What follows belongs to an exercise in optimizing a design on an open flow for small area, a short achievable clock period and few clock cycles per item; a production flow would make more cautious choices. Only simulation tests tie the RTL to the original design; equivalence was not proved. Power is estimated from default activity; no workload was simulated.

<file path="design/flow/design.v">
package riscv_pkg;
    parameter int XLEN = 32;               
    parameter int ILEN = 32;               
    parameter int NUM_REGS = 32;           
    parameter int PC_WIDTH = 32;           
    parameter int ADDR_WIDTH = 32;         
    parameter int DATA_WIDTH = 32;         
    parameter int BPU_ENTRIES = 256;       
    parameter int BPU_INDEX_BITS = 8;      
    typedef enum logic [6:0] {
        OP_LUI    = 7'b0110111,   
        OP_AUIPC  = 7'b0010111,   
        OP_JAL    = 7'b1101111,   
        OP_JALR   = 7'b1100111,   
        OP_BRANCH = 7'b1100011,   
        OP_LOAD   = 7'b0000011,   
        OP_STORE  = 7'b0100011,   
        OP_ALUI   = 7'b0010011,   
        OP_ALU    = 7'b0110011,   
        OP_FENCE  = 7'b0001111,   
        OP_SYSTEM = 7'b1110011    
    } opcode_e;
    typedef enum logic [2:0] {
        FUNCT3_BEQ  = 3'b000,
        FUNCT3_BNE  = 3'b001,
        FUNCT3_BLT  = 3'b100,
        FUNCT3_BGE  = 3'b101,
        FUNCT3_BLTU = 3'b110,
        FUNCT3_BGEU = 3'b111
    } branch_funct3_e;
    typedef enum logic [2:0] {
        FUNCT3_LB  = 3'b000,
        FUNCT3_LH  = 3'b001,
        FUNCT3_LW  = 3'b010,
        FUNCT3_LBU = 3'b100,
        FUNCT3_LHU = 3'b101
    } load_funct3_e;
    typedef enum logic [2:0] {
        FUNCT3_SB = 3'b000,
        FUNCT3_SH = 3'b001,
        FUNCT3_SW = 3'b010
    } store_funct3_e;
    typedef enum logic [3:0] {
        ALU_ADD  = 4'b0000,
        ALU_SUB  = 4'b0001,
        ALU_SLL  = 4'b0010,
        ALU_SLT  = 4'b0011,
        ALU_SLTU = 4'b0100,
        ALU_XOR  = 4'b0101,
        ALU_SRL  = 4'b0110,
        ALU_SRA  = 4'b0111,
        ALU_OR   = 4'b1000,
        ALU_AND  = 4'b1001,
        ALU_COPY = 4'b1010    
    } alu_op_e;
    typedef enum logic [1:0] {
        ALU_SRC_REG = 2'b00,
        ALU_SRC_IMM = 2'b01,
        ALU_SRC_PC  = 2'b10
    } alu_src_e;
    typedef enum logic [1:0] {
        PC_SRC_NEXT   = 2'b00,   
        PC_SRC_BRANCH = 2'b01,   
        PC_SRC_JUMP   = 2'b10,   
        PC_SRC_JALR   = 2'b11    
    } pc_src_e;
    typedef enum logic [1:0] {
        WB_SRC_ALU = 2'b00,
        WB_SRC_MEM = 2'b01,
        WB_SRC_PC4 = 2'b10
    } wb_src_e;
    typedef enum logic [2:0] {
        MEM_NOP   = 3'b000,
        MEM_BYTE  = 3'b001,
        MEM_HALF  = 3'b010,
        MEM_WORD  = 3'b011,
        MEM_BYTEU = 3'b101,
        MEM_HALFU = 3'b110
    } mem_op_e;
    typedef struct packed {
        logic        reg_write;       
        logic        mem_read;        
        logic        mem_write;       
        logic        branch;          
        logic        jump;            
        logic        jalr;            
        alu_op_e     alu_op;          
        alu_src_e    alu_src_a;       
        alu_src_e    alu_src_b;       
        wb_src_e     wb_src;          
        mem_op_e     mem_op;          
        logic        is_unsigned;     
    } control_t;
    typedef struct packed {
        logic [PC_WIDTH-1:0]   pc;
        logic [ILEN-1:0]       instruction;
        logic                  valid;
        logic [PC_WIDTH-1:0]   pc_plus_4;
    } if_id_reg_t;
    typedef struct packed {
        logic [PC_WIDTH-1:0]   pc;
        logic [XLEN-1:0]       rs1_data;
        logic [XLEN-1:0]       rs2_data;
        logic [XLEN-1:0]       imm;
        logic [4:0]            rs1_addr;
        logic [4:0]            rs2_addr;
        logic [4:0]            rd_addr;
        control_t              ctrl;
        logic                  valid;
        logic [PC_WIDTH-1:0]   pc_plus_4;
        logic [2:0]            funct3;
    } id_ex_reg_t;
    typedef struct packed {
        logic [XLEN-1:0]       alu_result;
        logic [XLEN-1:0]       rs2_data;
        logic [4:0]            rd_addr;
        logic                  reg_write;
        logic                  mem_read;
        logic                  mem_write;
        wb_src_e               wb_src;
        mem_op_e               mem_op;
        logic                  valid;
        logic [PC_WIDTH-1:0]   pc_plus_4;
    } ex_mem_reg_t;
    typedef struct packed {
        logic [XLEN-1:0]       alu_result;
        logic [XLEN-1:0]       mem_data;
        logic [4:0]            rd_addr;
        logic                  reg_write;
        wb_src_e               wb_src;
        logic                  valid;
        logic [PC_WIDTH-1:0]   pc_plus_4;
    } mem_wb_reg_t;
    typedef struct packed {
        logic [ILEN-1:0]  inst0;
        logic [ILEN-1:0]  inst1;
        logic             issue_dual;   
        logic             valid0;
        logic             valid1;
    } dual_issue_t;
    typedef struct packed {
        logic [1:0]           counter;      
        logic [PC_WIDTH-1:0]  target;       
        logic                 valid;        
    } bpu_entry_t;
    typedef enum logic [1:0] {
        FWD_NONE   = 2'b00,
        FWD_EX_MEM = 2'b01,
        FWD_MEM_WB = 2'b10
    } forward_e;
endpackage
module alu (
    input  logic [riscv_pkg::XLEN-1:0]   operand_a,
    input  logic [riscv_pkg::XLEN-1:0]   operand_b,
    input  riscv_pkg::alu_op_e           alu_op,
    output logic [riscv_pkg::XLEN-1:0]   result,
    output logic              zero,
    output logic              negative,
    output logic              carry,
    output logic              overflow
);
    logic [riscv_pkg::XLEN-1:0] add_sub_result;
    logic [riscv_pkg::XLEN:0]   add_result_extended;
    logic [riscv_pkg::XLEN:0]   sub_result_extended;
    logic [4:0]      shift_amount;
    assign shift_amount = operand_b[4:0];
    assign add_result_extended = {1'b0, operand_a} + {1'b0, operand_b};
    assign sub_result_extended = {1'b0, operand_a} - {1'b0, operand_b};
    always_comb begin
        result   = '0;
        zero     = 1'b0;
        negative = 1'b0;
        carry    = 1'b0;
        overflow = 1'b0;
        case (alu_op)
            riscv_pkg::ALU_ADD: begin
                result   = operand_a + operand_b;
                carry    = add_result_extended[riscv_pkg::XLEN];
                overflow = (operand_a[riscv_pkg::XLEN-1] == operand_b[riscv_pkg::XLEN-1]) &&
                          (result[riscv_pkg::XLEN-1] != operand_a[riscv_pkg::XLEN-1]);
            end
            riscv_pkg::ALU_SUB: begin
                result   = operand_a - operand_b;
                carry    = sub_result_extended[riscv_pkg::XLEN];
                overflow = (operand_a[riscv_pkg::XLEN-1] != operand_b[riscv_pkg::XLEN-1]) &&
                          (result[riscv_pkg::XLEN-1] != operand_a[riscv_pkg::XLEN-1]);
            end
            riscv_pkg::ALU_SLL: begin
                result = operand_a << shift_amount;
            end
            riscv_pkg::ALU_SLT: begin
                result = ($signed(operand_a) < $signed(operand_b)) ? 32'd1 : 32'd0;
            end
            riscv_pkg::ALU_SLTU: begin
                result = (operand_a < operand_b) ? 32'd1 : 32'd0;
            end
            riscv_pkg::ALU_XOR: begin
                result = operand_a ^ operand_b;
            end
            riscv_pkg::ALU_SRL: begin
                result = operand_a >> shift_amount;
            end
            riscv_pkg::ALU_SRA: begin
                result = $signed(operand_a) >>> shift_amount;
            end
            riscv_pkg::ALU_OR: begin
                result = operand_a | operand_b;
            end
            riscv_pkg::ALU_AND: begin
                result = operand_a & operand_b;
            end
            riscv_pkg::ALU_COPY: begin
                result = operand_a;
            end
            default: begin
                result = '0;
            end
        endcase
        zero     = (result == '0);
        negative = result[riscv_pkg::XLEN-1];
    end
endmodule
module decoder (
    input  logic [riscv_pkg::ILEN-1:0]    instruction,
    output logic [4:0]         rs1_addr,
    output logic [4:0]         rs2_addr,
    output logic [4:0]         rd_addr,
    output logic [riscv_pkg::XLEN-1:0]    imm,
    output riscv_pkg::control_t           ctrl,
    output logic [6:0]         opcode,
    output logic [2:0]         funct3,
    output logic [6:0]         funct7,
    output logic               valid
);
    assign opcode   = instruction[6:0];
    assign rd_addr  = instruction[11:7];
    assign funct3   = instruction[14:12];
    assign rs1_addr = instruction[19:15];
    assign rs2_addr = instruction[24:20];
    assign funct7   = instruction[31:25];
    logic [riscv_pkg::XLEN-1:0] imm_i, imm_s, imm_b, imm_u, imm_j;
    assign imm_i = {{20{instruction[31]}}, instruction[31:20]};
    assign imm_s = {{20{instruction[31]}}, instruction[31:25], instruction[11:7]};
    assign imm_b = {{19{instruction[31]}}, instruction[31], instruction[7],
                    instruction[30:25], instruction[11:8], 1'b0};
    assign imm_u = {instruction[31:12], 12'b0};
    assign imm_j = {{11{instruction[31]}}, instruction[31], instruction[19:12],
                    instruction[20], instruction[30:21], 1'b0};
    always_comb begin
        ctrl.reg_write   = 1'b0;
        ctrl.mem_read    = 1'b0;
        ctrl.mem_write   = 1'b0;
        ctrl.branch      = 1'b0;
        ctrl.jump        = 1'b0;
        ctrl.jalr        = 1'b0;
        ctrl.alu_op      = riscv_pkg::ALU_ADD;
        ctrl.alu_src_a   = riscv_pkg::ALU_SRC_REG;
        ctrl.alu_src_b   = riscv_pkg::ALU_SRC_REG;
        ctrl.wb_src      = riscv_pkg::WB_SRC_ALU;
        ctrl.mem_op      = riscv_pkg::MEM_NOP;
        ctrl.is_unsigned = 1'b0;
        imm              = '0;
        valid            = 1'b1;
        case (opcode)
            riscv_pkg::OP_LUI: begin
                ctrl.reg_write = 1'b1;
                ctrl.alu_op    = riscv_pkg::ALU_COPY;
                ctrl.alu_src_a = riscv_pkg::ALU_SRC_IMM;
                ctrl.wb_src    = riscv_pkg::WB_SRC_ALU;
                imm            = imm_u;
            end
            riscv_pkg::OP_AUIPC: begin
                ctrl.reg_write = 1'b1;
                ctrl.alu_op    = riscv_pkg::ALU_ADD;
                ctrl.alu_src_a = riscv_pkg::ALU_SRC_PC;
                ctrl.alu_src_b = riscv_pkg::ALU_SRC_IMM;
                ctrl.wb_src    = riscv_pkg::WB_SRC_ALU;
                imm            = imm_u;
            end
            riscv_pkg::OP_JAL: begin
                ctrl.reg_write = 1'b1;
                ctrl.jump      = 1'b1;
                ctrl.wb_src    = riscv_pkg::WB_SRC_PC4;
                imm            = imm_j;
            end
            riscv_pkg::OP_JALR: begin
                ctrl.reg_write = 1'b1;
                ctrl.jalr      = 1'b1;
                ctrl.wb_src    = riscv_pkg::WB_SRC_PC4;
                ctrl.alu_op    = riscv_pkg::ALU_ADD;
                ctrl.alu_src_a = riscv_pkg::ALU_SRC_REG;
                ctrl.alu_src_b = riscv_pkg::ALU_SRC_IMM;
                imm            = imm_i;
            end
            riscv_pkg::OP_BRANCH: begin
                ctrl.branch    = 1'b1;
                ctrl.alu_src_a = riscv_pkg::ALU_SRC_REG;
                ctrl.alu_src_b = riscv_pkg::ALU_SRC_REG;
                imm            = imm_b;
                case (funct3)
                    riscv_pkg::FUNCT3_BEQ:  ctrl.alu_op = riscv_pkg::ALU_SUB;   
                    riscv_pkg::FUNCT3_BNE:  ctrl.alu_op = riscv_pkg::ALU_SUB;   
                    riscv_pkg::FUNCT3_BLT:  ctrl.alu_op = riscv_pkg::ALU_SLT;   
                    riscv_pkg::FUNCT3_BGE:  ctrl.alu_op = riscv_pkg::ALU_SLT;   
                    riscv_pkg::FUNCT3_BLTU: ctrl.alu_op = riscv_pkg::ALU_SLTU;  
                    riscv_pkg::FUNCT3_BGEU: ctrl.alu_op = riscv_pkg::ALU_SLTU;  
                    default:     valid = 1'b0;
                endcase
            end
            riscv_pkg::OP_LOAD: begin
                ctrl.reg_write = 1'b1;
                ctrl.mem_read  = 1'b1;
                ctrl.alu_op    = riscv_pkg::ALU_ADD;
                ctrl.alu_src_a = riscv_pkg::ALU_SRC_REG;
                ctrl.alu_src_b = riscv_pkg::ALU_SRC_IMM;
                ctrl.wb_src    = riscv_pkg::WB_SRC_MEM;
                imm            = imm_i;
                case (funct3)
                    riscv_pkg::FUNCT3_LB: begin
                        ctrl.mem_op      = riscv_pkg::MEM_BYTE;
                        ctrl.is_unsigned = 1'b0;
                    end
                    riscv_pkg::FUNCT3_LH: begin
                        ctrl.mem_op      = riscv_pkg::MEM_HALF;
                        ctrl.is_unsigned = 1'b0;
                    end
                    riscv_pkg::FUNCT3_LW: begin
                        ctrl.mem_op      = riscv_pkg::MEM_WORD;
                        ctrl.is_unsigned = 1'b0;
                    end
                    riscv_pkg::FUNCT3_LBU: begin
                        ctrl.mem_op      = riscv_pkg::MEM_BYTEU;
                        ctrl.is_unsigned = 1'b1;
                    end
                    riscv_pkg::FUNCT3_LHU: begin
                        ctrl.mem_op      = riscv_pkg::MEM_HALFU;
                        ctrl.is_unsigned = 1'b1;
                    end
                    default: valid = 1'b0;
                endcase
            end
            riscv_pkg::OP_STORE: begin
                ctrl.mem_write = 1'b1;
                ctrl.alu_op    = riscv_pkg::ALU_ADD;
                ctrl.alu_src_a = riscv_pkg::ALU_SRC_REG;
                ctrl.alu_src_b = riscv_pkg::ALU_SRC_IMM;
                imm            = imm_s;
                case (funct3)
                    riscv_pkg::FUNCT3_SB: ctrl.mem_op = riscv_pkg::MEM_BYTE;
                    riscv_pkg::FUNCT3_SH: ctrl.mem_op = riscv_pkg::MEM_HALF;
                    riscv_pkg::FUNCT3_SW: ctrl.mem_op = riscv_pkg::MEM_WORD;
                    default:   valid = 1'b0;
                endcase
            end
            riscv_pkg::OP_ALUI: begin
                ctrl.reg_write = 1'b1;
                ctrl.alu_src_a = riscv_pkg::ALU_SRC_REG;
                ctrl.alu_src_b = riscv_pkg::ALU_SRC_IMM;
                ctrl.wb_src    = riscv_pkg::WB_SRC_ALU;
                imm            = imm_i;
                case (funct3)
                    3'b000: ctrl.alu_op = riscv_pkg::ALU_ADD;   
                    3'b010: ctrl.alu_op = riscv_pkg::ALU_SLT;   
                    3'b011: ctrl.alu_op = riscv_pkg::ALU_SLTU;  
                    3'b100: ctrl.alu_op = riscv_pkg::ALU_XOR;   
                    3'b110: ctrl.alu_op = riscv_pkg::ALU_OR;    
                    3'b111: ctrl.alu_op = riscv_pkg::ALU_AND;   
                    3'b001: ctrl.alu_op = riscv_pkg::ALU_SLL;   
                    3'b101: begin
                        if (funct7[5] == 1'b0)
                            ctrl.alu_op = riscv_pkg::ALU_SRL;   
                        else
                            ctrl.alu_op = riscv_pkg::ALU_SRA;   
                    end
                    default: valid = 1'b0;
                endcase
            end
            riscv_pkg::OP_ALU: begin
                ctrl.reg_write = 1'b1;
                ctrl.alu_src_a = riscv_pkg::ALU_SRC_REG;
                ctrl.alu_src_b = riscv_pkg::ALU_SRC_REG;
                ctrl.wb_src    = riscv_pkg::WB_SRC_ALU;
                case (funct3)
                    3'b000: begin
                        if (funct7[5] == 1'b0)
                            ctrl.alu_op = riscv_pkg::ALU_ADD;   
                        else
                            ctrl.alu_op = riscv_pkg::ALU_SUB;   
                    end
                    3'b001: ctrl.alu_op = riscv_pkg::ALU_SLL;   
                    3'b010: ctrl.alu_op = riscv_pkg::ALU_SLT;   
                    3'b011: ctrl.alu_op = riscv_pkg::ALU_SLTU;  
                    3'b100: ctrl.alu_op = riscv_pkg::ALU_XOR;   
                    3'b101: begin
                        if (funct7[5] == 1'b0)
                            ctrl.alu_op = riscv_pkg::ALU_SRL;   
                        else
                            ctrl.alu_op = riscv_pkg::ALU_SRA;   
                    end
                    3'b110: ctrl.alu_op = riscv_pkg::ALU_OR;    
                    3'b111: ctrl.alu_op = riscv_pkg::ALU_AND;   
                    default: valid = 1'b0;
                endcase
            end
            riscv_pkg::OP_FENCE: begin
                valid = 1'b1;
            end
            riscv_pkg::OP_SYSTEM: begin
                valid = 1'b1;
            end
            default: begin
                valid = 1'b0;
            end
        endcase
    end
endmodule
module register_file (
    input  logic                 clk,
    input  logic                 rst_n,
    input  logic [4:0]           rs1_addr_0,
    input  logic [4:0]           rs2_addr_0,
    output logic [riscv_pkg::XLEN-1:0]      rs1_data_0,
    output logic [riscv_pkg::XLEN-1:0]      rs2_data_0,
    input  logic                 wr_en_0,
    input  logic [4:0]           rd_addr_0,
    input  logic [riscv_pkg::XLEN-1:0]      rd_data_0
);
    logic [riscv_pkg::XLEN-1:0] registers [0:31];
    assign rs1_data_0 = (rs1_addr_0 == 5'b0) ? '0 :
                        (wr_en_0 && (rd_addr_0 == rs1_addr_0)) ? rd_data_0 :
                        registers[rs1_addr_0];
    assign rs2_data_0 = (rs2_addr_0 == 5'b0) ? '0 :
                        (wr_en_0 && (rd_addr_0 == rs2_addr_0)) ? rd_data_0 :
                        registers[rs2_addr_0];
    always_ff @(posedge clk or negedge rst_n) begin
        if (!rst_n) begin
            for (int i = 0; i < riscv_pkg::NUM_REGS; i++) begin
                registers[i] <= '0;
            end
        end else begin
            if (wr_en_0 && rd_addr_0 != 5'b0) begin
                registers[rd_addr_0] <= rd_data_0;
            end
        end
    end
endmodule
module forwarding_unit (
    input  logic [4:0]    id_ex_rs1,
    input  logic [4:0]    id_ex_rs2,
    input  logic          id_ex_valid,
    input  logic [4:0]    ex_mem_rd,
    input  logic          ex_mem_reg_write,
    input  logic          ex_mem_valid,
    input  logic [4:0]    mem_wb_rd,
    input  logic          mem_wb_reg_write,
    input  logic          mem_wb_valid,
    output riscv_pkg::forward_e      forward_a,
    output riscv_pkg::forward_e      forward_b
);
    always_comb begin
        forward_a = riscv_pkg::FWD_NONE;
        if (ex_mem_reg_write && ex_mem_valid &&
            (ex_mem_rd != 5'b0) &&
            (ex_mem_rd == id_ex_rs1)) begin
            forward_a = riscv_pkg::FWD_EX_MEM;
        end
        else if (mem_wb_reg_write && mem_wb_valid &&
                 (mem_wb_rd != 5'b0) &&
                 (mem_wb_rd == id_ex_rs1)) begin
            forward_a = riscv_pkg::FWD_MEM_WB;
        end
    end
    always_comb begin
        forward_b = riscv_pkg::FWD_NONE;
        if (ex_mem_reg_write && ex_mem_valid &&
            (ex_mem_rd != 5'b0) &&
            (ex_mem_rd == id_ex_rs2)) begin
            forward_b = riscv_pkg::FWD_EX_MEM;
        end
        else if (mem_wb_reg_write && mem_wb_valid &&
                 (mem_wb_rd != 5'b0) &&
                 (mem_wb_rd == id_ex_rs2)) begin
            forward_b = riscv_pkg::FWD_MEM_WB;
        end
    end
endmodule
module hazard_detection (
    input  logic [4:0]    if_id_rs1_0,
    input  logic [4:0]    if_id_rs2_0,
    input  logic          if_id_valid_0,
    input  logic [4:0]    id_ex_rd,
    input  logic          id_ex_mem_read,
    input  logic          id_ex_valid,
    output logic          stall
);
    logic load_use_hazard_0;
    always_comb begin
        load_use_hazard_0 = 1'b0;
        if (id_ex_mem_read && id_ex_valid && if_id_valid_0) begin
            if ((id_ex_rd != 5'b0) &&
                ((id_ex_rd == if_id_rs1_0) || (id_ex_rd == if_id_rs2_0))) begin
                load_use_hazard_0 = 1'b1;
            end
        end
    end
    assign stall = load_use_hazard_0;
endmodule
module if_id_reg (
    input  logic         clk,
    input  logic         rst_n,
    input  logic         stall,
    input  logic         flush,
    input  riscv_pkg::if_id_reg_t   if_id_in,
    output riscv_pkg::if_id_reg_t   if_id_out
);
    always_ff @(posedge clk or negedge rst_n) begin
        if (!rst_n) begin
            if_id_out <= '0;
        end else if (flush) begin
            if_id_out <= '0;
        end else if (!stall) begin
            if_id_out <= if_id_in;
        end
    end
endmodule
module id_ex_reg (
    input  logic         clk,
    input  logic         rst_n,
    input  logic         stall,
    input  logic         flush,
    input  riscv_pkg::id_ex_reg_t   id_ex_in,
    output riscv_pkg::id_ex_reg_t   id_ex_out
);
    always_ff @(posedge clk or negedge rst_n) begin
        if (!rst_n) begin
            id_ex_out <= '0;
        end else if (flush) begin
            id_ex_out <= '0;
        end else if (!stall) begin
            id_ex_out <= id_ex_in;
        end
    end
endmodule
module ex_mem_reg (
    input  logic         clk,
    input  logic         rst_n,
    input  logic         stall,
    input  logic         flush,
    input  riscv_pkg::ex_mem_reg_t  ex_mem_in,
    output riscv_pkg::ex_mem_reg_t  ex_mem_out
);
    always_ff @(posedge clk or negedge rst_n) begin
        if (!rst_n) begin
            ex_mem_out <= '0;
        end else if (flush) begin
            ex_mem_out <= '0;
        end else if (!stall) begin
            ex_mem_out <= ex_mem_in;
        end
    end
endmodule
module mem_wb_reg (
    input  logic         clk,
    input  logic         rst_n,
    input  logic         stall,
    input  logic         flush,
    input  riscv_pkg::mem_wb_reg_t  mem_wb_in,
    output riscv_pkg::mem_wb_reg_t  mem_wb_out
);
    always_ff @(posedge clk or negedge rst_n) begin
        if (!rst_n) begin
            mem_wb_out <= '0;
        end else if (flush) begin
            mem_wb_out <= '0;
        end else if (!stall) begin
            mem_wb_out <= mem_wb_in;
        end
    end
endmodule
module stage_if (
    input  logic                 clk,
    input  logic                 rst_n,
    input  logic                 stall,
    input  logic                 branch_taken,
    input  logic [riscv_pkg::PC_WIDTH-1:0]  branch_target,
    output logic [riscv_pkg::PC_WIDTH-1:0]  imem_addr,
    input  logic [riscv_pkg::ILEN-1:0]      imem_data_0,
    input  logic                 imem_ready,
    output logic [riscv_pkg::PC_WIDTH-1:0]  pc_out_0,
    output logic [riscv_pkg::ILEN-1:0]      instruction_0,
    output logic                 valid_0,
    output logic [riscv_pkg::PC_WIDTH-1:0]  pc_plus_4_0
);
    logic [riscv_pkg::PC_WIDTH-1:0] pc;
    logic [riscv_pkg::PC_WIDTH-1:0] next_pc;
    always_ff @(posedge clk or negedge rst_n) begin
        if (!rst_n) begin
            pc <= '0;
        end else begin
            pc <= next_pc;
        end
    end
    always_comb begin
        pc_plus_4_0 = pc + 32'd4;
        if (branch_taken) begin
            next_pc = branch_target;
        end
        else if (stall) begin
            next_pc = pc;
        end
        else if (!imem_ready) begin
            next_pc = pc;
        end
        else begin
            next_pc = pc + 32'd4;
        end
    end
    assign imem_addr     = pc;
    assign pc_out_0      = pc;
    assign instruction_0 = imem_data_0;
    assign valid_0 = imem_ready && !stall;
endmodule
module stage_id (
    input  logic                 clk,
    input  logic                 rst_n,
    input  logic [riscv_pkg::PC_WIDTH-1:0]  pc_0,
    input  logic [riscv_pkg::ILEN-1:0]      instruction_0,
    input  logic                 valid_0,
    input  logic [riscv_pkg::PC_WIDTH-1:0]  pc_plus_4_0,
    output logic [4:0]           rf_rs1_addr_0,
    output logic [4:0]           rf_rs2_addr_0,
    input  logic [riscv_pkg::XLEN-1:0]      rf_rs1_data_0,
    input  logic [riscv_pkg::XLEN-1:0]      rf_rs2_data_0,
    output logic [riscv_pkg::PC_WIDTH-1:0]  id_ex_pc_0,
    output logic [riscv_pkg::XLEN-1:0]      id_ex_rs1_data_0,
    output logic [riscv_pkg::XLEN-1:0]      id_ex_rs2_data_0,
    output logic [riscv_pkg::XLEN-1:0]      id_ex_imm_0,
    output logic [4:0]           id_ex_rs1_addr_0,
    output logic [4:0]           id_ex_rs2_addr_0,
    output logic [4:0]           id_ex_rd_addr_0,
    output riscv_pkg::control_t             id_ex_ctrl_0,
    output logic                 id_ex_valid_0,
    output logic [riscv_pkg::PC_WIDTH-1:0]  id_ex_pc_plus_4_0,
    output logic [2:0]           id_ex_funct3_0
);
    logic [riscv_pkg::XLEN-1:0] imm_0;
    riscv_pkg::control_t        ctrl_0;
    logic [6:0]      opcode_0;
    logic [2:0]      funct3_0;
    logic [6:0]      funct7_0;
    logic            inst_valid_0;
    decoder decoder_0 (
        .instruction(instruction_0),
        .rs1_addr(rf_rs1_addr_0),
        .rs2_addr(rf_rs2_addr_0),
        .rd_addr(id_ex_rd_addr_0),
        .imm(imm_0),
        .ctrl(ctrl_0),
        .opcode(opcode_0),
        .funct3(funct3_0),
        .funct7(funct7_0),
        .valid(inst_valid_0)
    );
    assign id_ex_pc_0              = pc_0;
    assign id_ex_rs1_data_0        = rf_rs1_data_0;
    assign id_ex_rs2_data_0        = rf_rs2_data_0;
    assign id_ex_imm_0             = imm_0;
    assign id_ex_rs1_addr_0        = rf_rs1_addr_0;
    assign id_ex_rs2_addr_0        = rf_rs2_addr_0;
    assign id_ex_ctrl_0            = ctrl_0;
    assign id_ex_valid_0           = valid_0 && inst_valid_0;
    assign id_ex_pc_plus_4_0       = pc_plus_4_0;
    assign id_ex_funct3_0          = funct3_0;
endmodule
module stage_ex (
    input  logic [riscv_pkg::PC_WIDTH-1:0]  pc,
    input  logic [riscv_pkg::XLEN-1:0]      rs1_data,
    input  logic [riscv_pkg::XLEN-1:0]      rs2_data,
    input  logic [riscv_pkg::XLEN-1:0]      imm,
    input  logic [4:0]           rs1_addr,
    input  logic [4:0]           rs2_addr,
    input  logic [4:0]           rd_addr,
    input  riscv_pkg::control_t             ctrl,
    input  logic                 valid,
    input  logic [riscv_pkg::PC_WIDTH-1:0]  pc_plus_4,
    input  logic [2:0]           funct3,
    input  logic [riscv_pkg::XLEN-1:0]      ex_mem_alu_result,
    input  logic [riscv_pkg::XLEN-1:0]      mem_wb_wb_data,
    input  riscv_pkg::forward_e             forward_a,
    input  riscv_pkg::forward_e             forward_b,
    output logic [riscv_pkg::XLEN-1:0]      alu_result,
    output logic [riscv_pkg::XLEN-1:0]      rs2_data_out,
    output logic [4:0]           rd_addr_out,
    output logic                 reg_write,
    output logic                 mem_read,
    output logic                 mem_write,
    output riscv_pkg::wb_src_e              wb_src,
    output riscv_pkg::mem_op_e              mem_op,
    output logic                 valid_out,
    output logic [riscv_pkg::PC_WIDTH-1:0]  pc_plus_4_out,
    output logic                 branch_taken,
    output logic [riscv_pkg::PC_WIDTH-1:0]  branch_target
);
    logic [riscv_pkg::XLEN-1:0] operand_a;
    logic [riscv_pkg::XLEN-1:0] operand_b;
    logic [riscv_pkg::XLEN-1:0] operand_b_forwarded;
    logic [riscv_pkg::XLEN-1:0] alu_src_a;
    logic [riscv_pkg::XLEN-1:0] alu_src_b;
    logic [riscv_pkg::XLEN-1:0] alu_out;
    logic            alu_zero;
    logic            alu_negative;
    logic            alu_carry;
    logic            alu_overflow;
    always_comb begin
        case (forward_a)
            riscv_pkg::FWD_EX_MEM: operand_a = ex_mem_alu_result;
            riscv_pkg::FWD_MEM_WB: operand_a = mem_wb_wb_data;
            default:    operand_a = rs1_data;
        endcase
    end
    always_comb begin
        case (forward_b)
            riscv_pkg::FWD_EX_MEM: operand_b_forwarded = ex_mem_alu_result;
            riscv_pkg::FWD_MEM_WB: operand_b_forwarded = mem_wb_wb_data;
            default:    operand_b_forwarded = rs2_data;
        endcase
    end
    assign operand_b = operand_b_forwarded;
    always_comb begin
        case (ctrl.alu_src_a)
            riscv_pkg::ALU_SRC_REG: alu_src_a = operand_a;
            riscv_pkg::ALU_SRC_PC:  alu_src_a = pc;
            riscv_pkg::ALU_SRC_IMM: alu_src_a = imm;
            default:     alu_src_a = operand_a;
        endcase
    end
    always_comb begin
        case (ctrl.alu_src_b)
            riscv_pkg::ALU_SRC_REG: alu_src_b = operand_b;
            riscv_pkg::ALU_SRC_IMM: alu_src_b = imm;
            riscv_pkg::ALU_SRC_PC:  alu_src_b = pc;
            default:     alu_src_b = operand_b;
        endcase
    end
    alu alu_inst (
        .operand_a(alu_src_a),
        .operand_b(alu_src_b),
        .alu_op(ctrl.alu_op),
        .result(alu_out),
        .zero(alu_zero),
        .negative(alu_negative),
        .carry(alu_carry),
        .overflow(alu_overflow)
    );
    logic branch_condition_met;
    always_comb begin
        branch_condition_met = 1'b0;
        if (ctrl.branch) begin
            case (funct3)
                riscv_pkg::FUNCT3_BEQ:  branch_condition_met = alu_zero;               
                riscv_pkg::FUNCT3_BNE:  branch_condition_met = !alu_zero;              
                riscv_pkg::FUNCT3_BLT:  branch_condition_met = (alu_out == 32'd1);    
                riscv_pkg::FUNCT3_BGE:  branch_condition_met = (alu_out == 32'd0);    
                riscv_pkg::FUNCT3_BLTU: branch_condition_met = (alu_out == 32'd1);    
                riscv_pkg::FUNCT3_BGEU: branch_condition_met = (alu_out == 32'd0);    
                default:     branch_condition_met = 1'b0;
            endcase
        end
    end
    logic [riscv_pkg::PC_WIDTH-1:0] calculated_target;
    always_comb begin
        if (ctrl.jalr) begin
            calculated_target = (operand_a + imm) & ~32'h1;
        end else if (ctrl.jump || ctrl.branch) begin
            calculated_target = pc + imm;
        end else begin
            calculated_target = pc_plus_4;
        end
    end
    assign branch_taken = valid && ((ctrl.branch && branch_condition_met) ||
                                    ctrl.jump || ctrl.jalr);
    assign branch_target = calculated_target;
    assign alu_result    = alu_out;
    assign rs2_data_out  = operand_b;   
    assign rd_addr_out   = rd_addr;
    assign reg_write     = ctrl.reg_write;
    assign mem_read      = ctrl.mem_read;
    assign mem_write     = ctrl.mem_write;
    assign wb_src        = ctrl.wb_src;
    assign mem_op        = ctrl.mem_op;
    assign valid_out     = valid;
    assign pc_plus_4_out = pc_plus_4;
endmodule
module stage_mem (
    input  logic                 clk,
    input  logic                 rst_n,
    input  logic [riscv_pkg::XLEN-1:0]      alu_result,
    input  logic [riscv_pkg::XLEN-1:0]      rs2_data,
    input  logic [4:0]           rd_addr,
    input  logic                 reg_write,
    input  logic                 mem_read,
    input  logic                 mem_write,
    input  riscv_pkg::wb_src_e              wb_src,
    input  riscv_pkg::mem_op_e              mem_op,
    input  logic                 valid,
    input  logic [riscv_pkg::PC_WIDTH-1:0]  pc_plus_4,
    output logic [riscv_pkg::ADDR_WIDTH-1:0] dmem_addr,
    output logic [riscv_pkg::DATA_WIDTH-1:0] dmem_wdata,
    output logic                  dmem_wen,
    output logic [3:0]            dmem_byte_en,
    input  logic [riscv_pkg::DATA_WIDTH-1:0] dmem_rdata,
    input  logic                  dmem_ready,
    output logic [riscv_pkg::XLEN-1:0]      alu_result_out,
    output logic [riscv_pkg::XLEN-1:0]      mem_data,
    output logic [4:0]           rd_addr_out,
    output logic                 reg_write_out,
    output riscv_pkg::wb_src_e              wb_src_out,
    output logic                 valid_out,
    output logic [riscv_pkg::PC_WIDTH-1:0]  pc_plus_4_out
);
    assign dmem_addr = alu_result;
    assign dmem_wen = mem_write && valid;
    logic [1:0] addr_offset;
    assign addr_offset = alu_result[1:0];
    always_comb begin
        dmem_wdata   = '0;
        dmem_byte_en = 4'b0000;
        if (mem_write) begin
            case (mem_op)
                riscv_pkg::MEM_BYTE: begin
                    case (addr_offset)
                        2'b00: begin
                            dmem_wdata   = {24'b0, rs2_data[7:0]};
                            dmem_byte_en = 4'b0001;
                        end
                        2'b01: begin
                            dmem_wdata   = {16'b0, rs2_data[7:0], 8'b0};
                            dmem_byte_en = 4'b0010;
                        end
                        2'b10: begin
                            dmem_wdata   = {8'b0, rs2_data[7:0], 16'b0};
                            dmem_byte_en = 4'b0100;
                        end
                        2'b11: begin
                            dmem_wdata   = {rs2_data[7:0], 24'b0};
                            dmem_byte_en = 4'b1000;
                        end
                    endcase
                end
                riscv_pkg::MEM_HALF: begin
                    case (addr_offset[1])
                        1'b0: begin
                            dmem_wdata   = {16'b0, rs2_data[15:0]};
                            dmem_byte_en = 4'b0011;
                        end
                        1'b1: begin
                            dmem_wdata   = {rs2_data[15:0], 16'b0};
                            dmem_byte_en = 4'b1100;
                        end
                    endcase
                end
                riscv_pkg::MEM_WORD: begin
                    dmem_wdata   = rs2_data;
                    dmem_byte_en = 4'b1111;
                end
                default: begin
                    dmem_wdata   = '0;
                    dmem_byte_en = 4'b0000;
                end
            endcase
        end
    end
    logic [riscv_pkg::XLEN-1:0] mem_read_data;
    always_comb begin
        mem_read_data = '0;
        if (mem_read) begin
            case (mem_op)
                riscv_pkg::MEM_BYTE: begin
                    case (addr_offset)
                        2'b00: mem_read_data = {{24{dmem_rdata[7]}}, dmem_rdata[7:0]};
                        2'b01: mem_read_data = {{24{dmem_rdata[15]}}, dmem_rdata[15:8]};
                        2'b10: mem_read_data = {{24{dmem_rdata[23]}}, dmem_rdata[23:16]};
                        2'b11: mem_read_data = {{24{dmem_rdata[31]}}, dmem_rdata[31:24]};
                    endcase
                end
                riscv_pkg::MEM_BYTEU: begin
                    case (addr_offset)
                        2'b00: mem_read_data = {24'b0, dmem_rdata[7:0]};
                        2'b01: mem_read_data = {24'b0, dmem_rdata[15:8]};
                        2'b10: mem_read_data = {24'b0, dmem_rdata[23:16]};
                        2'b11: mem_read_data = {24'b0, dmem_rdata[31:24]};
                    endcase
                end
                riscv_pkg::MEM_HALF: begin
                    case (addr_offset[1])
                        1'b0: mem_read_data = {{16{dmem_rdata[15]}}, dmem_rdata[15:0]};
                        1'b1: mem_read_data = {{16{dmem_rdata[31]}}, dmem_rdata[31:16]};
                    endcase
                end
                riscv_pkg::MEM_HALFU: begin
                    case (addr_offset[1])
                        1'b0: mem_read_data = {16'b0, dmem_rdata[15:0]};
                        1'b1: mem_read_data = {16'b0, dmem_rdata[31:16]};
                    endcase
                end
                riscv_pkg::MEM_WORD: begin
                    mem_read_data = dmem_rdata;
                end
                default: begin
                    mem_read_data = '0;
                end
            endcase
        end
    end
    assign alu_result_out = alu_result;
    assign mem_data       = mem_read_data;
    assign rd_addr_out    = rd_addr;
    assign reg_write_out  = reg_write;
    assign wb_src_out     = wb_src;
    assign valid_out      = valid;
    assign pc_plus_4_out  = pc_plus_4;
endmodule
module stage_wb (
    input  logic [riscv_pkg::XLEN-1:0]      alu_result,
    input  logic [riscv_pkg::XLEN-1:0]      mem_data,
    input  logic [4:0]           rd_addr,
    input  logic                 reg_write,
    input  riscv_pkg::wb_src_e              wb_src,
    input  logic                 valid,
    input  logic [riscv_pkg::PC_WIDTH-1:0]  pc_plus_4,
    output logic                 rf_wen,
    output logic [4:0]           rf_waddr,
    output logic [riscv_pkg::XLEN-1:0]      rf_wdata
);
    logic [riscv_pkg::XLEN-1:0] wb_data;
    always_comb begin
        case (wb_src)
            riscv_pkg::WB_SRC_ALU: wb_data = alu_result;
            riscv_pkg::WB_SRC_MEM: wb_data = mem_data;
            riscv_pkg::WB_SRC_PC4: wb_data = pc_plus_4;
            default:    wb_data = alu_result;
        endcase
    end
    assign rf_wen   = reg_write && valid && (rd_addr != 5'b0);   
    assign rf_waddr = rd_addr;
    assign rf_wdata = wb_data;
endmodule
module riscv_core (
    input  logic                  clk,
    input  logic                  rst_n,
    output logic [riscv_pkg::ADDR_WIDTH-1:0] imem_addr,
    input  logic [riscv_pkg::ILEN-1:0]       imem_data_0,
    input  logic [riscv_pkg::ILEN-1:0]       imem_data_1,
    input  logic                  imem_ready,
    output logic [riscv_pkg::ADDR_WIDTH-1:0] dmem_addr,
    output logic [riscv_pkg::DATA_WIDTH-1:0] dmem_wdata,
    output logic                  dmem_wen,
    output logic [3:0]            dmem_byte_en,
    input  logic [riscv_pkg::DATA_WIDTH-1:0] dmem_rdata,
    input  logic                  dmem_ready
);
    riscv_pkg::if_id_reg_t if_id_reg_in_0, if_id_reg_out_0;
    riscv_pkg::id_ex_reg_t id_ex_reg_in_0, id_ex_reg_out_0;
    riscv_pkg::ex_mem_reg_t ex_mem_reg_in_0, ex_mem_reg_out_0;
    riscv_pkg::mem_wb_reg_t mem_wb_reg_in_0, mem_wb_reg_out_0;
    logic stall;
    logic flush_id_ex;
    logic branch_taken;
    logic [riscv_pkg::PC_WIDTH-1:0] branch_target;
    assign flush_id_ex = branch_taken || stall;
    logic [4:0]      rf_rs1_addr_0, rf_rs2_addr_0;
    logic [riscv_pkg::XLEN-1:0] rf_rs1_data_0, rf_rs2_data_0;
    logic            rf_wen_0;
    logic [4:0]      rf_waddr_0;
    logic [riscv_pkg::XLEN-1:0] rf_wdata_0;
    riscv_pkg::forward_e forward_a_0, forward_b_0;
    logic [riscv_pkg::PC_WIDTH-1:0] if_pc_0;
    logic [riscv_pkg::ILEN-1:0]     if_instruction_0;
    logic                if_valid_0;
    logic [riscv_pkg::PC_WIDTH-1:0] if_pc_plus_4_0;
    logic [riscv_pkg::PC_WIDTH-1:0] id_pc_0;
    logic [riscv_pkg::XLEN-1:0]     id_rs1_data_0, id_rs2_data_0;
    logic [riscv_pkg::XLEN-1:0]     id_imm_0;
    logic [4:0]          id_rs1_addr_0, id_rs2_addr_0, id_rd_addr_0;
    riscv_pkg::control_t            id_ctrl_0;
    logic                id_valid_0;
    logic [riscv_pkg::PC_WIDTH-1:0] id_pc_plus_4_0;
    logic [2:0]          id_funct3_0;
    logic [riscv_pkg::XLEN-1:0]     ex_alu_result_0;
    logic [riscv_pkg::XLEN-1:0]     ex_rs2_data_0;
    logic [4:0]          ex_rd_addr_0;
    logic                ex_reg_write_0;
    logic                ex_mem_read_0;
    logic                ex_mem_write_0;
    riscv_pkg::wb_src_e             ex_wb_src_0;
    riscv_pkg::mem_op_e             ex_mem_op_0;
    logic                ex_valid_0;
    logic [riscv_pkg::PC_WIDTH-1:0] ex_pc_plus_4_0;
    logic [riscv_pkg::XLEN-1:0]     mem_alu_result_0;
    logic [riscv_pkg::XLEN-1:0]     mem_data_0;
    logic [4:0]          mem_rd_addr_0;
    logic                mem_reg_write_0;
    riscv_pkg::wb_src_e             mem_wb_src_0;
    logic                mem_valid_0;
    logic [riscv_pkg::PC_WIDTH-1:0] mem_pc_plus_4_0;
    stage_if if_stage (
        .clk(clk),
        .rst_n(rst_n),
        .stall(stall),
        .branch_taken(branch_taken),
        .branch_target(branch_target),
        .imem_addr(imem_addr),
        .imem_data_0(imem_data_0),
        .imem_ready(imem_ready),
        .pc_out_0(if_pc_0),
        .instruction_0(if_instruction_0),
        .valid_0(if_valid_0),
        .pc_plus_4_0(if_pc_plus_4_0)
    );
    assign if_id_reg_in_0.pc              = if_pc_0;
    assign if_id_reg_in_0.instruction     = if_instruction_0;
    assign if_id_reg_in_0.valid           = if_valid_0;
    assign if_id_reg_in_0.pc_plus_4       = if_pc_plus_4_0;
    if_id_reg if_id_0 (
        .clk(clk),
        .rst_n(rst_n),
        .stall(stall),
        .flush(branch_taken),
        .if_id_in(if_id_reg_in_0),
        .if_id_out(if_id_reg_out_0)
    );
    register_file regfile (
        .clk(clk),
        .rst_n(rst_n),
        .rs1_addr_0(rf_rs1_addr_0),
        .rs2_addr_0(rf_rs2_addr_0),
        .rs1_data_0(rf_rs1_data_0),
        .rs2_data_0(rf_rs2_data_0),
        .wr_en_0(rf_wen_0),
        .rd_addr_0(rf_waddr_0),
        .rd_data_0(rf_wdata_0)
    );
    hazard_detection hazard_unit (
        .if_id_rs1_0(rf_rs1_addr_0),
        .if_id_rs2_0(rf_rs2_addr_0),
        .if_id_valid_0(if_id_reg_out_0.valid),
        .id_ex_rd(id_ex_reg_out_0.rd_addr),
        .id_ex_mem_read(id_ex_reg_out_0.ctrl.mem_read),
        .id_ex_valid(id_ex_reg_out_0.valid),
        .stall(stall)
    );
    stage_id id_stage (
        .clk(clk),
        .rst_n(rst_n),
        .pc_0(if_id_reg_out_0.pc),
        .instruction_0(if_id_reg_out_0.instruction),
        .valid_0(if_id_reg_out_0.valid),
        .pc_plus_4_0(if_id_reg_out_0.pc_plus_4),
        .rf_rs1_addr_0(rf_rs1_addr_0),
        .rf_rs2_addr_0(rf_rs2_addr_0),
        .rf_rs1_data_0(rf_rs1_data_0),
        .rf_rs2_data_0(rf_rs2_data_0),
        .id_ex_pc_0(id_pc_0),
        .id_ex_rs1_data_0(id_rs1_data_0),
        .id_ex_rs2_data_0(id_rs2_data_0),
        .id_ex_imm_0(id_imm_0),
        .id_ex_rs1_addr_0(id_rs1_addr_0),
        .id_ex_rs2_addr_0(id_rs2_addr_0),
        .id_ex_rd_addr_0(id_rd_addr_0),
        .id_ex_ctrl_0(id_ctrl_0),
        .id_ex_valid_0(id_valid_0),
        .id_ex_pc_plus_4_0(id_pc_plus_4_0),
        .id_ex_funct3_0(id_funct3_0)
    );
    assign id_ex_reg_in_0.pc              = id_pc_0;
    assign id_ex_reg_in_0.rs1_data        = id_rs1_data_0;
    assign id_ex_reg_in_0.rs2_data        = id_rs2_data_0;
    assign id_ex_reg_in_0.imm             = id_imm_0;
    assign id_ex_reg_in_0.rs1_addr        = id_rs1_addr_0;
    assign id_ex_reg_in_0.rs2_addr        = id_rs2_addr_0;
    assign id_ex_reg_in_0.rd_addr         = id_rd_addr_0;
    assign id_ex_reg_in_0.ctrl            = id_ctrl_0;
    assign id_ex_reg_in_0.valid           = id_valid_0;
    assign id_ex_reg_in_0.pc_plus_4       = id_pc_plus_4_0;
    assign id_ex_reg_in_0.funct3          = id_funct3_0;
    id_ex_reg id_ex_0 (
        .clk(clk),
        .rst_n(rst_n),
        .stall(1'b0),
        .flush(flush_id_ex),
        .id_ex_in(id_ex_reg_in_0),
        .id_ex_out(id_ex_reg_out_0)
    );
    forwarding_unit fwd_unit_0 (
        .id_ex_rs1(id_ex_reg_out_0.rs1_addr),
        .id_ex_rs2(id_ex_reg_out_0.rs2_addr),
        .id_ex_valid(id_ex_reg_out_0.valid),
        .ex_mem_rd(ex_mem_reg_out_0.rd_addr),
        .ex_mem_reg_write(ex_mem_reg_out_0.reg_write),
        .ex_mem_valid(ex_mem_reg_out_0.valid),
        .mem_wb_rd(mem_wb_reg_out_0.rd_addr),
        .mem_wb_reg_write(mem_wb_reg_out_0.reg_write),
        .mem_wb_valid(mem_wb_reg_out_0.valid),
        .forward_a(forward_a_0),
        .forward_b(forward_b_0)
    );
    stage_ex ex_stage_0 (
        .pc(id_ex_reg_out_0.pc),
        .rs1_data(id_ex_reg_out_0.rs1_data),
        .rs2_data(id_ex_reg_out_0.rs2_data),
        .imm(id_ex_reg_out_0.imm),
        .rs1_addr(id_ex_reg_out_0.rs1_addr),
        .rs2_addr(id_ex_reg_out_0.rs2_addr),
        .rd_addr(id_ex_reg_out_0.rd_addr),
        .ctrl(id_ex_reg_out_0.ctrl),
        .valid(id_ex_reg_out_0.valid),
        .pc_plus_4(id_ex_reg_out_0.pc_plus_4),
        .funct3(id_ex_reg_out_0.funct3),
        .ex_mem_alu_result(ex_mem_reg_out_0.alu_result),
        .mem_wb_wb_data(rf_wdata_0),
        .forward_a(forward_a_0),
        .forward_b(forward_b_0),
        .alu_result(ex_alu_result_0),
        .rs2_data_out(ex_rs2_data_0),
        .rd_addr_out(ex_rd_addr_0),
        .reg_write(ex_reg_write_0),
        .mem_read(ex_mem_read_0),
        .mem_write(ex_mem_write_0),
        .wb_src(ex_wb_src_0),
        .mem_op(ex_mem_op_0),
        .valid_out(ex_valid_0),
        .pc_plus_4_out(ex_pc_plus_4_0),
        .branch_taken(branch_taken),
        .branch_target(branch_target)
    );
    assign ex_mem_reg_in_0.alu_result    = ex_alu_result_0;
    assign ex_mem_reg_in_0.rs2_data      = ex_rs2_data_0;
    assign ex_mem_reg_in_0.rd_addr       = ex_rd_addr_0;
    assign ex_mem_reg_in_0.reg_write     = ex_reg_write_0;
    assign ex_mem_reg_in_0.mem_read      = ex_mem_read_0;
    assign ex_mem_reg_in_0.mem_write     = ex_mem_write_0;
    assign ex_mem_reg_in_0.wb_src        = ex_wb_src_0;
    assign ex_mem_reg_in_0.mem_op        = ex_mem_op_0;
    assign ex_mem_reg_in_0.valid         = ex_valid_0;
    assign ex_mem_reg_in_0.pc_plus_4     = ex_pc_plus_4_0;
    ex_mem_reg ex_mem_0 (
        .clk(clk),
        .rst_n(rst_n),
        .stall(1'b0),
        .flush(1'b0),
        .ex_mem_in(ex_mem_reg_in_0),
        .ex_mem_out(ex_mem_reg_out_0)
    );
    stage_mem mem_stage_0 (
        .clk(clk),
        .rst_n(rst_n),
        .alu_result(ex_mem_reg_out_0.alu_result),
        .rs2_data(ex_mem_reg_out_0.rs2_data),
        .rd_addr(ex_mem_reg_out_0.rd_addr),
        .reg_write(ex_mem_reg_out_0.reg_write),
        .mem_read(ex_mem_reg_out_0.mem_read),
        .mem_write(ex_mem_reg_out_0.mem_write),
        .wb_src(ex_mem_reg_out_0.wb_src),
        .mem_op(ex_mem_reg_out_0.mem_op),
        .valid(ex_mem_reg_out_0.valid),
        .pc_plus_4(ex_mem_reg_out_0.pc_plus_4),
        .dmem_addr(dmem_addr),
        .dmem_wdata(dmem_wdata),
        .dmem_wen(dmem_wen),
        .dmem_byte_en(dmem_byte_en),
        .dmem_rdata(dmem_rdata),
        .dmem_ready(dmem_ready),
        .alu_result_out(mem_alu_result_0),
        .mem_data(mem_data_0),
        .rd_addr_out(mem_rd_addr_0),
        .reg_write_out(mem_reg_write_0),
        .wb_src_out(mem_wb_src_0),
        .valid_out(mem_valid_0),
        .pc_plus_4_out(mem_pc_plus_4_0)
    );
    assign mem_wb_reg_in_0.alu_result = mem_alu_result_0;
    assign mem_wb_reg_in_0.mem_data   = mem_data_0;
    assign mem_wb_reg_in_0.rd_addr    = mem_rd_addr_0;
    assign mem_wb_reg_in_0.reg_write  = mem_reg_write_0;
    assign mem_wb_reg_in_0.wb_src     = mem_wb_src_0;
    assign mem_wb_reg_in_0.valid      = mem_valid_0;
    assign mem_wb_reg_in_0.pc_plus_4  = mem_pc_plus_4_0;
    mem_wb_reg mem_wb_0 (
        .clk(clk),
        .rst_n(rst_n),
        .stall(1'b0),
        .flush(1'b0),
        .mem_wb_in(mem_wb_reg_in_0),
        .mem_wb_out(mem_wb_reg_out_0)
    );
    stage_wb wb_stage_0 (
        .alu_result(mem_wb_reg_out_0.alu_result),
        .mem_data(mem_wb_reg_out_0.mem_data),
        .rd_addr(mem_wb_reg_out_0.rd_addr),
        .reg_write(mem_wb_reg_out_0.reg_write),
        .wb_src(mem_wb_reg_out_0.wb_src),
        .valid(mem_wb_reg_out_0.valid),
        .pc_plus_4(mem_wb_reg_out_0.pc_plus_4),
        .rf_wen(rf_wen_0),
        .rf_waddr(rf_waddr_0),
        .rf_wdata(rf_wdata_0)
    );
endmodule
</file>
<file path="design/flow/run.sh">
#!/bin/bash
# synth_recipe.tcl (not shown) runs the flow's synth.tcl, then flattens the netlist and writes it again
# the make line also repeats each setting of config.mk as NAME=value (left out here)
make -C /OpenROAD-flow-scripts/flow DESIGN_CONFIG=/design/flow/config.mk WORK_HOME=/design/flow/orfs CLKGATE_MAP_FILE= SYNTH_SCRIPT=/design/flow/synth_recipe.tcl finish
</file>
<file path="design/flow/config.mk">
export PLATFORM = sky130hd
export DESIGN_NAME = riscv_core
export DESIGN_NICKNAME = riscv_core
export VERILOG_FILES = /design/flow/design.v
export SDC_FILE = /design/flow/constraint.sdc
export NUM_CORES = 8
export LEC_CHECK = 0
export CAP_MARGIN = 30
export CORE_MARGIN = 2
export CORE_UTILIZATION = 30
export PLACE_DENSITY = 0.45
export SETUP_SLACK_MARGIN = 0.4
export SLEW_MARGIN = 20
</file>
<file path="design/flow/constraint.sdc">
create_clock -name core_clock -period 11.0 [get_ports {clk}]
set_input_delay 2.2000 -clock core_clock [delete_from_list [all_inputs] [get_ports {clk}]]
set_output_delay 2.2000 -clock core_clock [all_outputs]
set_load 0.01 [all_outputs]
</file>
==> flow_metrics.env <==
export IMPL_num_vias=81100
export IMPL_rsz0062_at_grt="no"
export IMPL_avgSynthCellArea_um2=8.90
export IMPL_ios=201
export IMPL_setup_viol=0
export IMPL_grt_max_degree=170
export IMPL_die_y_um=531
export IMPL_ant_nets=0
export IMPL_r2r_cells=24
export IMPL_grt_pass1_wl_um=647000
export IMPL_cts_buffer_depth=4
export IMPL_synth_top_family_by_area="compound AO/OA/AOI/OAI gates"
export IMPL_synth_mux_area_frac=0.0269
export IMPL_p_int_mw=9.68
export IMPL_cts_num_sinks=1527
export IMPL_worstHoldStart="ex_mem_0.ex_mem_out[15]$_DFF_PN0_"
export IMPL_grt_ovfl_total=0
export IMPL_async_flop_share=1.00
export IMPL_cts_tree="done"
export IMPL_slew_violations=0
export IMPL_fillers=28500
export IMPL_yosysUniqueCellTypes=94
export IMPL_switchingPower_mw=3.62
export IMPL_synth_nets=9629
export IMPL_max_slew_margin=0.245
export IMPL_peakVddDrop_mv=0.130
export IMPL_first_pass_iters=9
export IMPL_path_clk_slew_ps=60
export IMPL_die_x_um=531
export IMPL_final_common_cell="nand2_1"
export IMPL_start_util=0.301
export IMPL_postCtsSetupBuffers=0
export IMPL_ys_seq_area_frac=0.459
export IMPL_vias_per_cell=6.23
export IMPL_share_comb_of_total_power=0.089
export IMPL_worstPathMaxFanout=161
export IMPL_drc=0
export IMPL_synthCells=9359
export IMPL_rr_endpoint="if_stage.pc[23]$_DFFE_PN0P_"
export IMPL_cts_resized=0
export IMPL_seqPwrFrac=0.437
export IMPL_routed_wl_um=471000
export IMPL_dp_hpwl_um=302000
export IMPL_swShare=0.272
export IMPL_fin_crit_sh=0.926
export IMPL_antenna_found_initial=28
export IMPL_synth_seq_cells=1527
export IMPL_min_period_ps=10180
export IMPL_r2r_start="mem_wb_0.mem_wb_out[37]$_DFF_PN0_"
export IMPL_wl_per_cell_um=36.2
export IMPL_synth_xor_area_frac=0.0166
export IMPL_cp_required_ps=11740
export IMPL_yosys_area_share_simple=0.159
export IMPL_holdPathStages=0
export IMPL_fmax_ghz=0.0982
export IMPL_p_leak_nw=40.7
export IMPL_finClkSkew_ps=116
export IMPL_final_cell_mix="nand2_1, dfrtp_1, o21ai_0"
export IMPL_place_gp_congestion=1.01
export IMPL_setup_slack_ps=815
export IMPL_cp_arrival_ps=10930
export IMPL_tns_ps=0
export IMPL_worstSetupStartpointType="flip-flop"
export IMPL_drive_gt1_frac=0.103
export IMPL_first_iter_violations=12900
export IMPL_htree_num_levels=4
export IMPL_end_kind="flip-flop"
export IMPL_synthFlopType="dfrtp_1"
export IMPL_maxCapViolations=0
export IMPL_p_clk_frac=0.474
export IMPL_rrSetupSlack_ps=820
export IMPL_synthToLayoutAreaGrowth_pct=15.0
export IMPL_p_per_area_mw_per_mm2=139
export IMPL_critPathKind="flip-flop to flip-flop"
export IMPL_worst_pin_slew_ps=1130
export IMPL_portBuffers=167
export IMPL_core_mm2=0.276
export IMPL_hold_viol=0
export IMPL_holdPathEnd="mem_wb_0.mem_wb_out[15]$_DFF_PN0_"
export IMPL_clk_latency_ps=910
export IMPL_yosys_warnings=14
export IMPL_grt_pass1_vias=77200
export IMPL_cts_hold_buf=0
export IMPL_synth_edf_count=0
export IMPL_cts_buffers=183
export IMPL_cts_root_buf="clkbuf_16"
export IMPL_num_rows=193
export IMPL_synth_compound_area_share=0.263
export IMPL_crit_path_start="mem_wb_0.mem_wb_out[37]$_DFF_PN0_"
export IMPL_outcome="finished clean"
export IMPL_dieArea_mm2=0.282
export IMPL_syn_area_mm2=0.0833
export IMPL_hp_class="flip-flop to flip-flop"
export IMPL_dp_slack_ps=1210
export IMPL_finish_net_count=9450
export IMPL_synthAdderAreaFrac=0.0259
export IMPL_grt_usage=0.326
## worst max-delay path, cell delays in order, from the launching register on
cell and delay [ps]:
dfrtp_1 580, nor2_4 200, a211oi_1 570, nand2_2 300, a21oi_1 650, o21ai_0 260
mux2_2 370, ha_1 400, or4_1 650, nor4_1 290, nand3_1 120, nor2b_1 190
a31oi_1 480, a21oi_1 160, o21bai_1 180, xnor2_1 110, a221oi_1 570, o211ai_1 310
or4_1 580, or4_1 490, or4_1 730, o41a_1 470, o31a_2 410, buf_12 250
mux2_1 470
## state kept, by name, summed over array words and instances (netlist names)
signal               count
regfile.registers      992
mem_wb_0.mem_wb_out    105
id_ex_0.id_ex_out      194
ex_mem_0.ex_mem_out    109
if_stage.pc             32
if_id_0.if_id_out       95
## area by class of cell
type,count,area (um^2),area share
clock buffers,257,5220,0.0545
repair buffers,476,4300,0.0449
clock inverters,62,806,0.00842
diodes,13,32.5,0.000340
inverters,178,676,0.00706
multi-input cells,6814,41900,0.437
flip-flops and latches,1527,38200,0.399
well taps,3705,4640,0.0484
## power by group through the flow
| stage | registers, mW | clock network, mW | logic [mW] |
|---|---|---|---|
| 2_1_floorplan | 5.83 | 0 | 0.548 |
| 3_3_place_gp | 5.91 | 0 | 1.14 |
| 3_5_place_dp | 5.91 | 0 | 1.14 |
| 4_1_cts | 5.81 | 6.36 | 1.15 |
| 5_1_grt | 5.81 | 6.59 | 1.23 |
| 6_report | 5.81 | 6.30 | 1.19 |
## Yosys cell counts (15+ instances only)
library cell	instances	area, um^2
mux2_2	40	450
ha_1	166	2080
nor4_1	44	275
o221ai_1	33	289
nor2_1	638	2390
clkbuf_1	684	2570
a21oi_1	409	2050
nor3_2	88	881
o21a_1	32	240
buf_1	46	173
a211oi_1	65	488
o31ai_1	19	143
o22ai_1	57	357
o21ai_0	1181	5910
or3_1	21	131
buf_4	39	293
a22oi_1	421	3160
o21ai_1	38	190
nand2_1	1656	6220
xnor2_1	100	876
and2_1	15	93.8
nand4_1	137	857
nand3_1	152	761
o32a_1	64	641
nor2b_1	30	188
a21o_1	28	210
nand2b_1	38	238
a221oi_1	329	2880
a221o_1	46	460
mux2i_1	160	1600
xor2_1	58	508
a222oi_1	80	801
inv_1	157	589
dfrtp_1	1527	38200
buf_2	54	270
a22o_1	206	1800
nor3_1	82	410
o211ai_1	33	248
a211oi_2	32	400
and3_1	45	282
a31oi_1	56	350
buf_6	17	191
## worst max-delay path by stage
stage                                        to  slack, ps
floorplan            if_stage.pc[0]$_DFFE_PN0P_       2830
global placement    if_stage.pc[23]$_DFFE_PN0P_       1230
detailed placement  if_stage.pc[23]$_DFFE_PN0P_       1210
CTS                 if_stage.pc[23]$_DFFE_PN0P_       1160
global route        if_stage.pc[23]$_DFFE_PN0P_        590
finish              if_stage.pc[23]$_DFFE_PN0P_        820
## layer usage
metal,routed length [um],vias to the layer above,part of all wire,track usage
met2,199000,5399,0.42,0.481
li1,-,33800,-,-
met5,131,-,0.00028,0.00154
met1,191000,40500,0.41,0.429
met4,34400,22,0.073,0.201
met3,46700,1403,0.099,0.0793
## logic make-up after synthesis
kind of cell,Yosys count
compound gates,3271
simple gates,3005
flops,1527
buf+inv,1018
mux,210
fa+ha+maj,170
xor+xnor,158
## stage by stage
stage          area [um^2]  total power, mW  utilization  cells  hold WS [ps]
2_1_floorplan        83300             6.38            -   9359           331
3_3_place_gp         89400             7.06        0.323  12700           333
3_5_place_dp         89600             7.05        0.324  12700           335
4_1_cts              95700             13.3        0.346  13000           347
5_1_grt              95700             13.6        0.346  13000           351
6_report             95700             13.3        0.347  13000           346
Testbench counts, summed over its fixed seeds: cycles 330,608, instructions 234,556.

==> port drivers added, routing unchanged <==
In the flow no input, the clock included, has a driving cell. The finished layout below was timed again as built, in two steps.
Step 1: set_driving_cell puts a clkbuf_16 on clk and a buf_2 on each other input, an assumption about the parent block.
Step 2 times the ports against the registers' clock, not the clock port: input delays grow and output delays shrink by t, the midpoint of the rising clock arrivals with the driver on.
Slacks: no drivers / after step 1 / after step 2; pairs: no drivers / after step 1.
shift t [ns]: 0.958
slack for setup (ns): 0.815 / 0.815 / 0.815
hold WS [ns]: 0.346 / 0.346 / 0.346
worst setup path at the end: register to register
slew at the worst register clock pin (ns): 0.07 / 0.07
After both steps setup and hold are still met in this run. The setup slack of this run moves by 0.000 ns with the drivers and by 0.000 ns with both steps.
